From an optimization exercise on the open Yosys and OpenROAD flow, aimed at small area, a short achievable clock period and few clock cycles; shortcuts taken in it are not production practice.
In this exercise RTL edits were held to simulation tests only and were not proved equivalent to the original.
Power is estimated from default activity; no workload was simulated.

<file path="flow/design.v">
module JAM (
input CLK,
input RST,
output [2:0] W,
output [2:0] J,
input [6:0] Cost,
output reg [3:0] MatchCount,
output reg [9:0] MinCost,
output reg Valid );
reg [7:0] cnt;
assign W = cnt[5:3];
assign J = cnt[2:0];
wire reading = (cnt[7:6] == 2'd0);
always @(posedge CLK or posedge RST)
  if (RST) cnt <= 8'd0;
  else if (cnt != 8'd255) cnt <= cnt + 8'd1;
reg [6:0] R0_0;
reg [6:0] R0_1;
reg [6:0] R0_2;
reg [6:0] R0_3;
reg [6:0] R0_4;
reg [6:0] R0_5;
reg [6:0] R0_6;
reg [6:0] R0_7;
reg [6:0] R1_0;
reg [6:0] R1_1;
reg [6:0] R1_2;
reg [6:0] R1_3;
reg [6:0] R1_4;
reg [6:0] R1_5;
reg [6:0] R1_6;
reg [6:0] R1_7;
reg [6:0] R2_0;
reg [6:0] R2_1;
reg [6:0] R2_2;
reg [6:0] R2_3;
reg [6:0] R2_4;
reg [6:0] R2_5;
reg [6:0] R2_6;
reg [6:0] R2_7;
reg [6:0] R3_0;
reg [6:0] R3_1;
reg [6:0] R3_2;
reg [6:0] R3_3;
reg [6:0] R3_4;
reg [6:0] R3_5;
reg [6:0] R3_6;
reg [6:0] R3_7;
reg [6:0] R4_0;
reg [6:0] R4_1;
reg [6:0] R4_2;
reg [6:0] R4_3;
reg [6:0] R4_4;
reg [6:0] R4_5;
reg [6:0] R4_6;
reg [6:0] R4_7;
reg [6:0] R5_0;
reg [6:0] R5_1;
reg [6:0] R5_2;
reg [6:0] R5_3;
reg [6:0] R5_4;
reg [6:0] R5_5;
reg [6:0] R5_6;
reg [6:0] R5_7;
reg [6:0] R6_0;
reg [6:0] R6_1;
reg [6:0] R6_2;
reg [6:0] R6_3;
reg [6:0] R6_4;
reg [6:0] R6_5;
reg [6:0] R6_6;
reg [6:0] R6_7;
reg [6:0] R7_0;
reg [6:0] R7_1;
reg [6:0] R7_2;
reg [6:0] R7_3;
reg [6:0] R7_4;
reg [6:0] R7_5;
reg [6:0] R7_6;
reg [6:0] R7_7;
always @(posedge CLK) begin
  R0_0 <= R0_1;
  R0_1 <= R0_2;
  R0_2 <= R0_3;
  R0_3 <= R0_4;
  R0_4 <= R0_5;
  R0_5 <= R0_6;
  R0_6 <= R0_7;
  R0_7 <= (reading && W == 3'd0) ? Cost : R0_0;
  R1_0 <= R1_1;
  R1_1 <= R1_2;
  R1_2 <= R1_3;
  R1_3 <= R1_4;
  R1_4 <= R1_5;
  R1_5 <= R1_6;
  R1_6 <= R1_7;
  R1_7 <= (reading && W == 3'd1) ? Cost : R1_0;
  R2_0 <= R2_1;
  R2_1 <= R2_2;
  R2_2 <= R2_3;
  R2_3 <= R2_4;
  R2_4 <= R2_5;
  R2_5 <= R2_6;
  R2_6 <= R2_7;
  R2_7 <= (reading && W == 3'd2) ? Cost : R2_0;
  R3_0 <= R3_1;
  R3_1 <= R3_2;
  R3_2 <= R3_3;
  R3_3 <= R3_4;
  R3_4 <= R3_5;
  R3_5 <= R3_6;
  R3_6 <= R3_7;
  R3_7 <= (reading && W == 3'd3) ? Cost : R3_0;
  R4_0 <= R4_1;
  R4_1 <= R4_2;
  R4_2 <= R4_3;
  R4_3 <= R4_4;
  R4_4 <= R4_5;
  R4_5 <= R4_6;
  R4_6 <= R4_7;
  R4_7 <= (reading && W == 3'd4) ? Cost : R4_0;
  R5_0 <= R5_1;
  R5_1 <= R5_2;
  R5_2 <= R5_3;
  R5_3 <= R5_4;
  R5_4 <= R5_5;
  R5_5 <= R5_6;
  R5_6 <= R5_7;
  R5_7 <= (reading && W == 3'd5) ? Cost : R5_0;
  R6_0 <= R6_1;
  R6_1 <= R6_2;
  R6_2 <= R6_3;
  R6_3 <= R6_4;
  R6_4 <= R6_5;
  R6_5 <= R6_6;
  R6_6 <= R6_7;
  R6_7 <= (reading && W == 3'd6) ? Cost : R6_0;
  R7_0 <= R7_1;
  R7_1 <= R7_2;
  R7_2 <= R7_3;
  R7_3 <= R7_4;
  R7_4 <= R7_5;
  R7_5 <= R7_6;
  R7_6 <= R7_7;
  R7_7 <= (reading && W == 3'd7) ? Cost : R7_0;
end
wire eval0 = (cnt >= 8'd64) && (cnt < 8'd134);
wire last0 = (cnt == 8'd133);
wire [6:0] t = cnt[6:0] - 7'd64;
reg [3:0] pat;
always @(*) begin
  case (t)
    7'd0: pat = 4'd0;
    7'd1: pat = 4'd0;
    7'd2: pat = 4'd0;
    7'd3: pat = 4'd0;
    7'd4: pat = 4'd0;
    7'd5: pat = 4'd0;
    7'd6: pat = 4'd0;
    7'd7: pat = 4'd0;
    7'd8: pat = 4'd1;
    7'd9: pat = 4'd1;
    7'd10: pat = 4'd1;
    7'd11: pat = 4'd1;
    7'd12: pat = 4'd1;
    7'd13: pat = 4'd1;
    7'd14: pat = 4'd1;
    7'd15: pat = 4'd1;
    7'd16: pat = 4'd2;
    7'd17: pat = 4'd2;
    7'd18: pat = 4'd2;
    7'd19: pat = 4'd2;
    7'd20: pat = 4'd2;
    7'd21: pat = 4'd2;
    7'd22: pat = 4'd2;
    7'd23: pat = 4'd2;
    7'd24: pat = 4'd3;
    7'd25: pat = 4'd3;
    7'd26: pat = 4'd3;
    7'd27: pat = 4'd3;
    7'd28: pat = 4'd3;
    7'd29: pat = 4'd3;
    7'd30: pat = 4'd3;
    7'd31: pat = 4'd3;
    7'd32: pat = 4'd4;
    7'd33: pat = 4'd4;
    7'd34: pat = 4'd4;
    7'd35: pat = 4'd4;
    7'd36: pat = 4'd4;
    7'd37: pat = 4'd4;
    7'd38: pat = 4'd4;
    7'd39: pat = 4'd4;
    7'd40: pat = 4'd5;
    7'd41: pat = 4'd5;
    7'd42: pat = 4'd5;
    7'd43: pat = 4'd5;
    7'd44: pat = 4'd5;
    7'd45: pat = 4'd5;
    7'd46: pat = 4'd5;
    7'd47: pat = 4'd5;
    7'd48: pat = 4'd6;
    7'd49: pat = 4'd6;
    7'd50: pat = 4'd6;
    7'd51: pat = 4'd6;
    7'd52: pat = 4'd6;
    7'd53: pat = 4'd6;
    7'd54: pat = 4'd6;
    7'd55: pat = 4'd6;
    7'd56: pat = 4'd7;
    7'd57: pat = 4'd7;
    7'd58: pat = 4'd7;
    7'd59: pat = 4'd7;
    7'd60: pat = 4'd7;
    7'd61: pat = 4'd7;
    7'd62: pat = 4'd7;
    7'd63: pat = 4'd7;
    7'd64: pat = 4'd8;
    7'd65: pat = 4'd8;
    7'd66: pat = 4'd8;
    7'd67: pat = 4'd8;
    7'd68: pat = 4'd9;
    7'd69: pat = 4'd9;
    default: pat = 4'd0;
  endcase
end
wire [2:0] post0 = 3'd0;
wire [6:0] x0_0 = R0_0;
wire [6:0] x1_0 = R1_0;
wire [6:0] x2_0 = R2_0;
wire [6:0] x3_0 = R3_0;
reg [2:0] post1;
always @(*) begin
  case (pat)
    4'd0: post1 = 3'd1;
    4'd1: post1 = 3'd5;
    4'd2: post1 = 3'd1;
    4'd3: post1 = 3'd1;
    4'd4: post1 = 3'd1;
    4'd5: post1 = 3'd5;
    4'd6: post1 = 3'd5;
    4'd7: post1 = 3'd1;
    4'd8: post1 = 3'd1;
    4'd9: post1 = 3'd2;
    default: post1 = 3'd1;
  endcase
end
reg [6:0] x0_1;
always @(*) begin
  case (post1)
    3'd1: x0_1 = R0_1;
    3'd2: x0_1 = R0_2;
    3'd5: x0_1 = R0_5;
    default: x0_1 = R0_1;
  endcase
end
reg [6:0] x1_1;
always @(*) begin
  case (post1)
    3'd1: x1_1 = R1_1;
    3'd2: x1_1 = R1_2;
    3'd5: x1_1 = R1_5;
    default: x1_1 = R1_1;
  endcase
end
reg [6:0] x2_1;
always @(*) begin
  case (post1)
    3'd1: x2_1 = R2_1;
    3'd2: x2_1 = R2_2;
    3'd5: x2_1 = R2_5;
    default: x2_1 = R2_1;
  endcase
end
reg [6:0] x3_1;
always @(*) begin
  case (post1)
    3'd1: x3_1 = R3_1;
    3'd2: x3_1 = R3_2;
    3'd5: x3_1 = R3_5;
    default: x3_1 = R3_1;
  endcase
end
reg [2:0] post2;
always @(*) begin
  case (pat)
    4'd0: post2 = 3'd2;
    4'd1: post2 = 3'd4;
    4'd2: post2 = 3'd2;
    4'd3: post2 = 3'd2;
    4'd4: post2 = 3'd4;
    4'd5: post2 = 3'd2;
    4'd6: post2 = 3'd2;
    4'd7: post2 = 3'd4;
    4'd8: post2 = 3'd4;
    4'd9: post2 = 3'd4;
    default: post2 = 3'd2;
  endcase
end
reg [6:0] x0_2;
always @(*) begin
  case (post2)
    3'd2: x0_2 = R0_2;
    3'd4: x0_2 = R0_4;
    default: x0_2 = R0_2;
  endcase
end
reg [6:0] x1_2;
always @(*) begin
  case (post2)
    3'd2: x1_2 = R1_2;
    3'd4: x1_2 = R1_4;
    default: x1_2 = R1_2;
  endcase
end
reg [6:0] x2_2;
always @(*) begin
  case (post2)
    3'd2: x2_2 = R2_2;
    3'd4: x2_2 = R2_4;
    default: x2_2 = R2_2;
  endcase
end
reg [6:0] x3_2;
always @(*) begin
  case (post2)
    3'd2: x3_2 = R3_2;
    3'd4: x3_2 = R3_4;
    default: x3_2 = R3_2;
  endcase
end
reg [2:0] post3;
always @(*) begin
  case (pat)
    4'd0: post3 = 3'd3;
    4'd1: post3 = 3'd6;
    4'd2: post3 = 3'd5;
    4'd3: post3 = 3'd6;
    4'd4: post3 = 3'd3;
    4'd5: post3 = 3'd6;
    4'd6: post3 = 3'd3;
    4'd7: post3 = 3'd6;
    4'd8: post3 = 3'd5;
    4'd9: post3 = 3'd6;
    default: post3 = 3'd3;
  endcase
end
reg [6:0] x0_3;
always @(*) begin
  case (post3)
    3'd3: x0_3 = R0_3;
    3'd5: x0_3 = R0_5;
    3'd6: x0_3 = R0_6;
    default: x0_3 = R0_3;
  endcase
end
reg [6:0] x1_3;
always @(*) begin
  case (post3)
    3'd3: x1_3 = R1_3;
    3'd5: x1_3 = R1_5;
    3'd6: x1_3 = R1_6;
    default: x1_3 = R1_3;
  endcase
end
reg [6:0] x2_3;
always @(*) begin
  case (post3)
    3'd3: x2_3 = R2_3;
    3'd5: x2_3 = R2_5;
    3'd6: x2_3 = R2_6;
    default: x2_3 = R2_3;
  endcase
end
reg [6:0] x3_3;
always @(*) begin
  case (post3)
    3'd3: x3_3 = R3_3;
    3'd5: x3_3 = R3_5;
    3'd6: x3_3 = R3_6;
    default: x3_3 = R3_3;
  endcase
end
reg [2:0] posb0;
always @(*) begin
  case (pat)
    4'd0: posb0 = 3'd4;
    4'd1: posb0 = 3'd2;
    4'd2: posb0 = 3'd4;
    4'd3: posb0 = 3'd4;
    4'd4: posb0 = 3'd2;
    4'd5: posb0 = 3'd4;
    4'd6: posb0 = 3'd4;
    4'd7: posb0 = 3'd2;
    4'd8: posb0 = 3'd2;
    4'd9: posb0 = 3'd5;
    default: posb0 = 3'd4;
  endcase
end
reg [6:0] y0_0;
always @(*) begin
  case (posb0)
    3'd2: y0_0 = R4_2;
    3'd4: y0_0 = R4_4;
    3'd5: y0_0 = R4_5;
    default: y0_0 = R4_2;
  endcase
end
reg [6:0] y1_0;
always @(*) begin
  case (posb0)
    3'd2: y1_0 = R5_2;
    3'd4: y1_0 = R5_4;
    3'd5: y1_0 = R5_5;
    default: y1_0 = R5_2;
  endcase
end
reg [6:0] y2_0;
always @(*) begin
  case (posb0)
    3'd2: y2_0 = R6_2;
    3'd4: y2_0 = R6_4;
    3'd5: y2_0 = R6_5;
    default: y2_0 = R6_2;
  endcase
end
reg [6:0] y3_0;
always @(*) begin
  case (posb0)
    3'd2: y3_0 = R7_2;
    3'd4: y3_0 = R7_4;
    3'd5: y3_0 = R7_5;
    default: y3_0 = R7_2;
  endcase
end
reg [2:0] posb1;
always @(*) begin
  case (pat)
    4'd0: posb1 = 3'd5;
    4'd1: posb1 = 3'd1;
    4'd2: posb1 = 3'd3;
    4'd3: posb1 = 3'd5;
    4'd4: posb1 = 3'd5;
    4'd5: posb1 = 3'd1;
    4'd6: posb1 = 3'd1;
    4'd7: posb1 = 3'd5;
    4'd8: posb1 = 3'd3;
    4'd9: posb1 = 3'd1;
    default: posb1 = 3'd5;
  endcase
end
reg [6:0] y0_1;
always @(*) begin
  case (posb1)
    3'd1: y0_1 = R4_1;
    3'd3: y0_1 = R4_3;
    3'd5: y0_1 = R4_5;
    default: y0_1 = R4_1;
  endcase
end
reg [6:0] y1_1;
always @(*) begin
  case (posb1)
    3'd1: y1_1 = R5_1;
    3'd3: y1_1 = R5_3;
    3'd5: y1_1 = R5_5;
    default: y1_1 = R5_1;
  endcase
end
reg [6:0] y2_1;
always @(*) begin
  case (posb1)
    3'd1: y2_1 = R6_1;
    3'd3: y2_1 = R6_3;
    3'd5: y2_1 = R6_5;
    default: y2_1 = R6_1;
  endcase
end
reg [6:0] y3_1;
always @(*) begin
  case (posb1)
    3'd1: y3_1 = R7_1;
    3'd3: y3_1 = R7_3;
    3'd5: y3_1 = R7_5;
    default: y3_1 = R7_1;
  endcase
end
wire [2:0] posb2 = 3'd7;
wire [6:0] y0_2 = R4_7;
wire [6:0] y1_2 = R5_7;
wire [6:0] y2_2 = R6_7;
wire [6:0] y3_2 = R7_7;
reg [2:0] posb3;
always @(*) begin
  case (pat)
    4'd0: posb3 = 3'd6;
    4'd1: posb3 = 3'd3;
    4'd2: posb3 = 3'd6;
    4'd3: posb3 = 3'd3;
    4'd4: posb3 = 3'd6;
    4'd5: posb3 = 3'd3;
    4'd6: posb3 = 3'd6;
    4'd7: posb3 = 3'd3;
    4'd8: posb3 = 3'd6;
    4'd9: posb3 = 3'd3;
    default: posb3 = 3'd6;
  endcase
end
reg [6:0] y0_3;
always @(*) begin
  case (posb3)
    3'd3: y0_3 = R4_3;
    3'd6: y0_3 = R4_6;
    default: y0_3 = R4_3;
  endcase
end
reg [6:0] y1_3;
always @(*) begin
  case (posb3)
    3'd3: y1_3 = R5_3;
    3'd6: y1_3 = R5_6;
    default: y1_3 = R5_3;
  endcase
end
reg [6:0] y2_3;
always @(*) begin
  case (posb3)
    3'd3: y2_3 = R6_3;
    3'd6: y2_3 = R6_6;
    default: y2_3 = R6_3;
  endcase
end
reg [6:0] y3_3;
always @(*) begin
  case (posb3)
    3'd3: y3_3 = R7_3;
    3'd6: y3_3 = R7_6;
    default: y3_3 = R7_3;
  endcase
end
wire [7:0] pt0_01_s1 = x0_0 + x1_1;
wire [7:0] pt0_01_s2 = x0_1 + x1_0;
reg [7:0] pt0_01_v; reg pt0_01_e;
wire [7:0] pt0_02_s1 = x0_0 + x1_2;
wire [7:0] pt0_02_s2 = x0_2 + x1_0;
reg [7:0] pt0_02_v; reg pt0_02_e;
wire [7:0] pt0_03_s1 = x0_0 + x1_3;
wire [7:0] pt0_03_s2 = x0_3 + x1_0;
reg [7:0] pt0_03_v; reg pt0_03_e;
wire [7:0] pt0_12_s1 = x0_1 + x1_2;
wire [7:0] pt0_12_s2 = x0_2 + x1_1;
reg [7:0] pt0_12_v; reg pt0_12_e;
wire [7:0] pt0_13_s1 = x0_1 + x1_3;
wire [7:0] pt0_13_s2 = x0_3 + x1_1;
reg [7:0] pt0_13_v; reg pt0_13_e;
wire [7:0] pt0_23_s1 = x0_2 + x1_3;
wire [7:0] pt0_23_s2 = x0_3 + x1_2;
reg [7:0] pt0_23_v; reg pt0_23_e;
wire [7:0] pt1_01_s1 = x2_0 + x3_1;
wire [7:0] pt1_01_s2 = x2_1 + x3_0;
reg [7:0] pt1_01_v; reg pt1_01_e;
wire [7:0] pt1_02_s1 = x2_0 + x3_2;
wire [7:0] pt1_02_s2 = x2_2 + x3_0;
reg [7:0] pt1_02_v; reg pt1_02_e;
wire [7:0] pt1_03_s1 = x2_0 + x3_3;
wire [7:0] pt1_03_s2 = x2_3 + x3_0;
reg [7:0] pt1_03_v; reg pt1_03_e;
wire [7:0] pt1_12_s1 = x2_1 + x3_2;
wire [7:0] pt1_12_s2 = x2_2 + x3_1;
reg [7:0] pt1_12_v; reg pt1_12_e;
wire [7:0] pt1_13_s1 = x2_1 + x3_3;
wire [7:0] pt1_13_s2 = x2_3 + x3_1;
reg [7:0] pt1_13_v; reg pt1_13_e;
wire [7:0] pt1_23_s1 = x2_2 + x3_3;
wire [7:0] pt1_23_s2 = x2_3 + x3_2;
reg [7:0] pt1_23_v; reg pt1_23_e;
wire [7:0] pb0_01_s1 = y0_0 + y1_1;
wire [7:0] pb0_01_s2 = y0_1 + y1_0;
reg [7:0] pb0_01_v; reg pb0_01_e;
wire [7:0] pb0_02_s1 = y0_0 + y1_2;
wire [7:0] pb0_02_s2 = y0_2 + y1_0;
reg [7:0] pb0_02_v; reg pb0_02_e;
wire [7:0] pb0_03_s1 = y0_0 + y1_3;
wire [7:0] pb0_03_s2 = y0_3 + y1_0;
reg [7:0] pb0_03_v; reg pb0_03_e;
wire [7:0] pb0_12_s1 = y0_1 + y1_2;
wire [7:0] pb0_12_s2 = y0_2 + y1_1;
reg [7:0] pb0_12_v; reg pb0_12_e;
wire [7:0] pb0_13_s1 = y0_1 + y1_3;
wire [7:0] pb0_13_s2 = y0_3 + y1_1;
reg [7:0] pb0_13_v; reg pb0_13_e;
wire [7:0] pb0_23_s1 = y0_2 + y1_3;
wire [7:0] pb0_23_s2 = y0_3 + y1_2;
reg [7:0] pb0_23_v; reg pb0_23_e;
wire [7:0] pb1_01_s1 = y2_0 + y3_1;
wire [7:0] pb1_01_s2 = y2_1 + y3_0;
reg [7:0] pb1_01_v; reg pb1_01_e;
wire [7:0] pb1_02_s1 = y2_0 + y3_2;
wire [7:0] pb1_02_s2 = y2_2 + y3_0;
reg [7:0] pb1_02_v; reg pb1_02_e;
wire [7:0] pb1_03_s1 = y2_0 + y3_3;
wire [7:0] pb1_03_s2 = y2_3 + y3_0;
reg [7:0] pb1_03_v; reg pb1_03_e;
wire [7:0] pb1_12_s1 = y2_1 + y3_2;
wire [7:0] pb1_12_s2 = y2_2 + y3_1;
reg [7:0] pb1_12_v; reg pb1_12_e;
wire [7:0] pb1_13_s1 = y2_1 + y3_3;
wire [7:0] pb1_13_s2 = y2_3 + y3_1;
reg [7:0] pb1_13_v; reg pb1_13_e;
wire [7:0] pb1_23_s1 = y2_2 + y3_3;
wire [7:0] pb1_23_s2 = y2_3 + y3_2;
reg [7:0] pb1_23_v; reg pb1_23_e;
reg v1, l1;
always @(posedge CLK) begin
  pt0_01_v <= (pt0_01_s1 < pt0_01_s2) ? pt0_01_s1 : pt0_01_s2;
  pt0_01_e <= (pt0_01_s1 == pt0_01_s2);
  pt0_02_v <= (pt0_02_s1 < pt0_02_s2) ? pt0_02_s1 : pt0_02_s2;
  pt0_02_e <= (pt0_02_s1 == pt0_02_s2);
  pt0_03_v <= (pt0_03_s1 < pt0_03_s2) ? pt0_03_s1 : pt0_03_s2;
  pt0_03_e <= (pt0_03_s1 == pt0_03_s2);
  pt0_12_v <= (pt0_12_s1 < pt0_12_s2) ? pt0_12_s1 : pt0_12_s2;
  pt0_12_e <= (pt0_12_s1 == pt0_12_s2);
  pt0_13_v <= (pt0_13_s1 < pt0_13_s2) ? pt0_13_s1 : pt0_13_s2;
  pt0_13_e <= (pt0_13_s1 == pt0_13_s2);
  pt0_23_v <= (pt0_23_s1 < pt0_23_s2) ? pt0_23_s1 : pt0_23_s2;
  pt0_23_e <= (pt0_23_s1 == pt0_23_s2);
  pt1_01_v <= (pt1_01_s1 < pt1_01_s2) ? pt1_01_s1 : pt1_01_s2;
  pt1_01_e <= (pt1_01_s1 == pt1_01_s2);
  pt1_02_v <= (pt1_02_s1 < pt1_02_s2) ? pt1_02_s1 : pt1_02_s2;
  pt1_02_e <= (pt1_02_s1 == pt1_02_s2);
  pt1_03_v <= (pt1_03_s1 < pt1_03_s2) ? pt1_03_s1 : pt1_03_s2;
  pt1_03_e <= (pt1_03_s1 == pt1_03_s2);
  pt1_12_v <= (pt1_12_s1 < pt1_12_s2) ? pt1_12_s1 : pt1_12_s2;
  pt1_12_e <= (pt1_12_s1 == pt1_12_s2);
  pt1_13_v <= (pt1_13_s1 < pt1_13_s2) ? pt1_13_s1 : pt1_13_s2;
  pt1_13_e <= (pt1_13_s1 == pt1_13_s2);
  pt1_23_v <= (pt1_23_s1 < pt1_23_s2) ? pt1_23_s1 : pt1_23_s2;
  pt1_23_e <= (pt1_23_s1 == pt1_23_s2);
  pb0_01_v <= (pb0_01_s1 < pb0_01_s2) ? pb0_01_s1 : pb0_01_s2;
  pb0_01_e <= (pb0_01_s1 == pb0_01_s2);
  pb0_02_v <= (pb0_02_s1 < pb0_02_s2) ? pb0_02_s1 : pb0_02_s2;
  pb0_02_e <= (pb0_02_s1 == pb0_02_s2);
  pb0_03_v <= (pb0_03_s1 < pb0_03_s2) ? pb0_03_s1 : pb0_03_s2;
  pb0_03_e <= (pb0_03_s1 == pb0_03_s2);
  pb0_12_v <= (pb0_12_s1 < pb0_12_s2) ? pb0_12_s1 : pb0_12_s2;
  pb0_12_e <= (pb0_12_s1 == pb0_12_s2);
  pb0_13_v <= (pb0_13_s1 < pb0_13_s2) ? pb0_13_s1 : pb0_13_s2;
  pb0_13_e <= (pb0_13_s1 == pb0_13_s2);
  pb0_23_v <= (pb0_23_s1 < pb0_23_s2) ? pb0_23_s1 : pb0_23_s2;
  pb0_23_e <= (pb0_23_s1 == pb0_23_s2);
  pb1_01_v <= (pb1_01_s1 < pb1_01_s2) ? pb1_01_s1 : pb1_01_s2;
  pb1_01_e <= (pb1_01_s1 == pb1_01_s2);
  pb1_02_v <= (pb1_02_s1 < pb1_02_s2) ? pb1_02_s1 : pb1_02_s2;
  pb1_02_e <= (pb1_02_s1 == pb1_02_s2);
  pb1_03_v <= (pb1_03_s1 < pb1_03_s2) ? pb1_03_s1 : pb1_03_s2;
  pb1_03_e <= (pb1_03_s1 == pb1_03_s2);
  pb1_12_v <= (pb1_12_s1 < pb1_12_s2) ? pb1_12_s1 : pb1_12_s2;
  pb1_12_e <= (pb1_12_s1 == pb1_12_s2);
  pb1_13_v <= (pb1_13_s1 < pb1_13_s2) ? pb1_13_s1 : pb1_13_s2;
  pb1_13_e <= (pb1_13_s1 == pb1_13_s2);
  pb1_23_v <= (pb1_23_s1 < pb1_23_s2) ? pb1_23_s1 : pb1_23_s2;
  pb1_23_e <= (pb1_23_s1 == pb1_23_s2);
end
always @(posedge CLK or posedge RST)
  if (RST) begin v1 <= 1'b0; l1 <= 1'b0; end
  else begin v1 <= eval0; l1 <= last0; end
wire [8:0] ct0_v = pt0_01_v + pt1_23_v;
wire [3:0] ct0_n = (pt0_01_e & pt1_23_e) ? 4'd4 : (pt0_01_e | pt1_23_e) ? 4'd2 : 4'd1;
wire [8:0] ct1_v = pt0_02_v + pt1_13_v;
wire [3:0] ct1_n = (pt0_02_e & pt1_13_e) ? 4'd4 : (pt0_02_e | pt1_13_e) ? 4'd2 : 4'd1;
wire [8:0] ct2_v = pt0_03_v + pt1_12_v;
wire [3:0] ct2_n = (pt0_03_e & pt1_12_e) ? 4'd4 : (pt0_03_e | pt1_12_e) ? 4'd2 : 4'd1;
wire [8:0] ct3_v = pt0_12_v + pt1_03_v;
wire [3:0] ct3_n = (pt0_12_e & pt1_03_e) ? 4'd4 : (pt0_12_e | pt1_03_e) ? 4'd2 : 4'd1;
wire [8:0] ct4_v = pt0_13_v + pt1_02_v;
wire [3:0] ct4_n = (pt0_13_e & pt1_02_e) ? 4'd4 : (pt0_13_e | pt1_02_e) ? 4'd2 : 4'd1;
wire [8:0] ct5_v = pt0_23_v + pt1_01_v;
wire [3:0] ct5_n = (pt0_23_e & pt1_01_e) ? 4'd4 : (pt0_23_e | pt1_01_e) ? 4'd2 : 4'd1;
wire [8:0] mt01_v = (ct1_v < ct0_v) ? ct1_v : ct0_v;
wire [3:0] mt01_n = (ct1_v < ct0_v) ? ct1_n : (ct0_v < ct1_v) ? ct0_n : ct0_n + ct1_n;
wire [8:0] mt23_v = (ct3_v < ct2_v) ? ct3_v : ct2_v;
wire [3:0] mt23_n = (ct3_v < ct2_v) ? ct3_n : (ct2_v < ct3_v) ? ct2_n : ct2_n + ct3_n;
wire [8:0] mt45_v = (ct5_v < ct4_v) ? ct5_v : ct4_v;
wire [3:0] mt45_n = (ct5_v < ct4_v) ? ct5_n : (ct4_v < ct5_v) ? ct4_n : ct4_n + ct5_n;
wire [8:0] mt03_v = (mt23_v < mt01_v) ? mt23_v : mt01_v;
wire [3:0] mt03_n = (mt23_v < mt01_v) ? mt23_n : (mt01_v < mt23_v) ? mt01_n : mt01_n + mt23_n;
wire [8:0] mt05_v = (mt45_v < mt03_v) ? mt45_v : mt03_v;
wire [3:0] mt05_n = (mt45_v < mt03_v) ? mt45_n : (mt03_v < mt45_v) ? mt03_n : mt03_n + mt45_n;
wire [8:0] cb0_v = pb0_01_v + pb1_23_v;
wire [3:0] cb0_n = (pb0_01_e & pb1_23_e) ? 4'd4 : (pb0_01_e | pb1_23_e) ? 4'd2 : 4'd1;
wire [8:0] cb1_v = pb0_02_v + pb1_13_v;
wire [3:0] cb1_n = (pb0_02_e & pb1_13_e) ? 4'd4 : (pb0_02_e | pb1_13_e) ? 4'd2 : 4'd1;
wire [8:0] cb2_v = pb0_03_v + pb1_12_v;
wire [3:0] cb2_n = (pb0_03_e & pb1_12_e) ? 4'd4 : (pb0_03_e | pb1_12_e) ? 4'd2 : 4'd1;
wire [8:0] cb3_v = pb0_12_v + pb1_03_v;
wire [3:0] cb3_n = (pb0_12_e & pb1_03_e) ? 4'd4 : (pb0_12_e | pb1_03_e) ? 4'd2 : 4'd1;
wire [8:0] cb4_v = pb0_13_v + pb1_02_v;
wire [3:0] cb4_n = (pb0_13_e & pb1_02_e) ? 4'd4 : (pb0_13_e | pb1_02_e) ? 4'd2 : 4'd1;
wire [8:0] cb5_v = pb0_23_v + pb1_01_v;
wire [3:0] cb5_n = (pb0_23_e & pb1_01_e) ? 4'd4 : (pb0_23_e | pb1_01_e) ? 4'd2 : 4'd1;
wire [8:0] mb01_v = (cb1_v < cb0_v) ? cb1_v : cb0_v;
wire [3:0] mb01_n = (cb1_v < cb0_v) ? cb1_n : (cb0_v < cb1_v) ? cb0_n : cb0_n + cb1_n;
wire [8:0] mb23_v = (cb3_v < cb2_v) ? cb3_v : cb2_v;
wire [3:0] mb23_n = (cb3_v < cb2_v) ? cb3_n : (cb2_v < cb3_v) ? cb2_n : cb2_n + cb3_n;
wire [8:0] mb45_v = (cb5_v < cb4_v) ? cb5_v : cb4_v;
wire [3:0] mb45_n = (cb5_v < cb4_v) ? cb5_n : (cb4_v < cb5_v) ? cb4_n : cb4_n + cb5_n;
wire [8:0] mb03_v = (mb23_v < mb01_v) ? mb23_v : mb01_v;
wire [3:0] mb03_n = (mb23_v < mb01_v) ? mb23_n : (mb01_v < mb23_v) ? mb01_n : mb01_n + mb23_n;
wire [8:0] mb05_v = (mb45_v < mb03_v) ? mb45_v : mb03_v;
wire [3:0] mb05_n = (mb45_v < mb03_v) ? mb45_n : (mb03_v < mb45_v) ? mb03_n : mb03_n + mb45_n;
reg [8:0] F, G; reg [3:0] Fn, Gn;
reg v2, l2;
always @(posedge CLK) begin
  F <= mt05_v; Fn <= mt05_n;
  G <= mb05_v; Gn <= mb05_n;
end
always @(posedge CLK or posedge RST)
  if (RST) begin v2 <= 1'b0; l2 <= 1'b0; end
  else begin v2 <= v1; l2 <= l1; end
wire [9:0] tot = F + G;
wire [3:0] totn = Fn * Gn;
always @(posedge CLK or posedge RST) begin
  if (RST) begin
    MinCost <= 10'd1023;
    MatchCount <= 4'd0;
    Valid <= 1'b0;
  end else begin
    if (v2) begin
      if (tot < MinCost) begin
        MinCost <= tot;
        MatchCount <= totn;
      end else if (tot == MinCost) begin
        MatchCount <= MatchCount + totn;
      end
    end
    if (l2) Valid <= 1'b1;
  end
end
endmodule
</file>
<file path="flow/run.sh">
#!/bin/bash
# synth_recipe.tcl (not shown) runs the flow's synth.tcl, then flattens the netlist and writes it again
# the make line also repeats each setting of config.mk as NAME=value (left out here)
make -C /OpenROAD-flow-scripts/flow DESIGN_CONFIG=/design/flow/config.mk WORK_HOME=/design/flow/orfs CLKGATE_MAP_FILE= SYNTH_SCRIPT=/design/flow/synth_recipe.tcl finish
</file>
<file path="flow/config.mk">
export PLATFORM = sky130hd
export DESIGN_NAME = JAM
export DESIGN_NICKNAME = JAM
export VERILOG_FILES = /design/flow/design.v
export SDC_FILE = /design/flow/constraint.sdc
export NUM_CORES = 4
export LEC_CHECK = 0
export CAP_MARGIN = 20
export CORE_MARGIN = 2
export CORE_UTILIZATION = 40
export SLEW_MARGIN = 20
</file>
<file path="flow/constraint.sdc">
create_clock -name core_clock -period 5.0 [get_ports {CLK}]
set_input_delay 1.0000 -clock core_clock [delete_from_list [all_inputs] [get_ports {CLK}]]
set_output_delay 1.0000 -clock core_clock [all_outputs]
set_load 0.01 [all_outputs]
</file>
==> notes.md <==
-- layout by cell type, fill, tap and decap left out, drive strengths merged, types with 5 or more instances in the layout --
| cell type | instances |
|---|---|
| a21o | 180 |
| buf | 1517 |
| a221o | 14 |
| xor2 | 97 |
| mux2i | 136 |
| ha | 785 |
| clkinv | 16 |
| nand2 | 293 |
| o31ai | 5 |
| mux2 | 170 |
| nand3 | 31 |
| nor3b | 6 |
| a22oi | 103 |
| dfrtp | 17 |
| o21bai | 189 |
| clkdlybuf4s50 | 29 |
| a21oi | 444 |
| o211ai | 12 |
| xnor2 | 237 |
| o2111ai | 6 |
| o21a | 42 |
| nand2b | 64 |
| and3 | 10 |
| nand4 | 66 |
| a211oi | 13 |
| inv | 527 |
| nor3 | 26 |
| a31oi | 5 |
| fa | 72 |
| bufinv | 8 |
| o21ai | 179 |
| dfxtp | 690 |
| dfstp | 10 |
| nor2 | 212 |
| or2 | 8 |
| clkbuf | 103 |
| nor2b | 49 |
| and2 | 29 |
-- through the flow --
step	std cells	cell area [µm²]	setup WS, ns
floorplan	4860	46500	-2.00
global placement	7496	57200	-1.88
detailed placement	7496	57200	-2.06
CTS	7849	64600	-1.89
global route	7972	69400	-2.29
finish	7974	69400	-1.94
-- power groups by stage --
stage	registers (mW)	logic [mW]	clock network (mW)
final	7.18	41.8	6.02
after CTS	7.17	37.8	6.11
after global routing	7.24	45.5	6.35
after detailed placement	7.27	33.8	0
after global placement	7.27	33.2	0
after floorplan	7.04	19.9	0
-- worst paths after layout --
check	end	slack [ns]	cells after the start
worst min register to register	R1_6[2]$_DFF_P_	0.32	0
worst max-delay path	G[7]$_DFF_P_	-1.94	37
worst max register to register	G[7]$_DFF_P_	-1.94	37
worst min-delay path	R1_6[2]$_DFF_P_	0.32	0
max in group asynchronous	cnt[5]$_DFFE_PP0P_	3.92	3
min in group asynchronous	MatchCount[3]$_DFFE_PP0P_	0.74	3
-- kinds of logic after synthesis --
family                   Yosys count
adder cells (fa/ha/maj)          860
buffers and inverters            606
XOR/XNOR                         334
AND/OR/NAND/NOR                  816
AO/OA/AOI/OAI                   1221
flip-flops                       717
multiplexers                     306
-- worst max-delay path: cells and delay by family (launching register included) --
family	cells	cell delay [ns]
buffers and inverters	4	0.50
AND/OR/NAND/NOR	9	1.69
XOR/XNOR	1	0.18
flip-flops	1	0.33
multiplexers	1	0.25
AO/OA/AOI/OAI	16	2.32
adder cells (fa/ha/maj)	6	1.56
-- metal layers --
layer	global-route usage [%]	share of wire, %	vias up
li1	-	-	20100
met1	29.7	42	19600
met2	45.0	49	873
met3	2.50	3.2	361
met4	13.0	6.0	4
met5	0	0.016	-
-- final cells by class --
type,instances,area [µm²],share of cell area [%]
multi-input combinational,3539,35500,51.1
antenna,2,5.00,0.00721
clock buffer,103,2140,3.09
sequential,717,14500,20.9
clock inverter,38,524,0.755
timing repair buffer,1547,12900,18.5
tap,1512,1890,2.72
inverter,516,1970,2.83
-- timing repair --
action                                  in CTS  in global routing
endpoints found under the setup margin     222                236
resized for setup                          730                816
gates cloned                                13                  1
pin swaps                                  354                580
buffers inserted                           216                190
hold endpoints to repair                     0                  0
==> notes.md <==
status=complete, but fails checks; top cells by count, synth=ha_1, dfxtp_1, inv_1; Core Region=114,000 µm²; critical path's slowest cell=or4b_4; CP arrival=7.49 ns; Ports=30; Worst setup EP type=flip-flop; Pleak=33.3 nW; final net count=7,263; # fillers=8,919; Pwr Total=55.0 mW; post-synthesis adder-cell area fraction=24.6%; Cell Area, Synth=45,900 µm²; Post-DP HPWL=116 mm; Final ANT Viol Nets=0; Starting Density=40.3%; Pint=32.4 mW; Worst Hold Class=flip-flop to flip-flop; clock share of power=10.9%; sw power=22.6 mW; Layout area overhead=51.2%; top flop regs=MinCost (10), F (9), G (9); max FFs per register=10; largest reg by FF count=MinCost; f_max=0.144 GHz; Total Die Area=118,000 µm²; Flop pwr share=13.1%; Syn Area/Cell=9.45 µm²; worst skew pair latency=0.68 ns; grt ovf=0; drt initial violations=2,024; Sw Share=41.1%; routed len/inst=19.7 µm; GRT Total Usage=25.1%; Seq/Total Area, Yosys=31.6%; Max Cap Violations=0; power density over cell area=792 nW/µm²; largest net degree at the start of global routing=28; Max Transition Viols Final=0; crit-path max FO=7; cts hold-fix bufs=0; Comb power frac=76.0%; Synth async-reset ratio=3.77%; vias in the first global route=41,100; post-synth top area share=30.1%; area leader, netlist=dfxtp_1; row cnt=124; post-synthesis cell type count=81; fin crit period=6.94 ns; pin slew with the least headroom to its limit=0.958 ns; first-pass GRT wire length=228 mm; VDD IR max=1.55 mV; clock sinks=717; initial antenna violation count=7; top cells by area, synth=dfxtp_1, ha_1, a21oi_1; port bufs=29; final hold violations=0; GPL Wtd Cong=0.946; RSZ-0062 raised after global routing=true; compound-gate portion of the synthesized area=16.9%; largest family of logic cells by synthesized area=adder cells; ys flop type=dfxtp_1; Synth Warn #=1; CTS clk-pin slew, worst paths=0.06 ns; Bufs on Longest Clock Path=3; Max Clock Skew=0.0285 ns; final WL=157 mm; count leader, synth=ha_1; mux cell area share after synthesis=7.13%; CP Launch Type=flip-flop; chip width=343 µm; Slew HR=36.0%; CP max stage delay=0.55 ns; CTS root buf=clkbuf_16; Post-synth EDFFs=0; CP dominant cell by count=o21a_1; Total Negative Setup Slacks=-86.55 ns; CTS tree=built; Final period util=139%; Die H=343 µm; Hold Slack=0.323 ns; Post-Synth XOR/XNOR Area=6.37%; CTS buffer count=76; H-tree levels=3; worst setup path class=flip-flop to flip-flop; drt via density=5.13; worst hold start=R1_7[2]$_DFF_P_; Worst Path Required=5.55 ns; share of layout cells above drive strength 1=44.1%; Failed Checks=negative setup slack; Gate Count Post-Synth=4,860; Yosys reg bits=717; drc violations=0; via count=40,900; syn nets=5,726; crit path from=pb0_01_v[0]$_DFF_P_; Synth Area in Simple Gates=8.45%; RR Startpoint=pb0_01_v[0]$_DFF_P_; final-report setup violation count=185; final core utilization=60.9%; Final WS setup=-1.94 ns; first-pass iteration count of the detailed router=7
Testbench counts, summed over its fixed seeds: cycles 5,472.

[re-timing with driven ports]
Ports are ideal in the flow. The routed layout listed here was re-timed in OpenROAD. Step 1 assumes that a clkbuf_16 drives the clock port and a buf_2 every other input. Step 2, shift: input delay + t, output delay - t, t = (earliest + latest rising clock arrival at the registers) / 2. This alone moves slack from input paths to output paths. a / b / c = ideal ports / drivers / drivers and shift; a / b = the first two.
t, ns: 0.741
slack for setup (ns): -1.939 / -1.939 / -1.939
hold WS [ns]: 0.323 / 0.323 / 0.323
worst setup path after step 2: register to register
clock arrival spread, ns: 0.033 / 0.034
For this run, drivers alone change the setup slack by 0.000 ns; drivers and shift together by 0.000 ns.
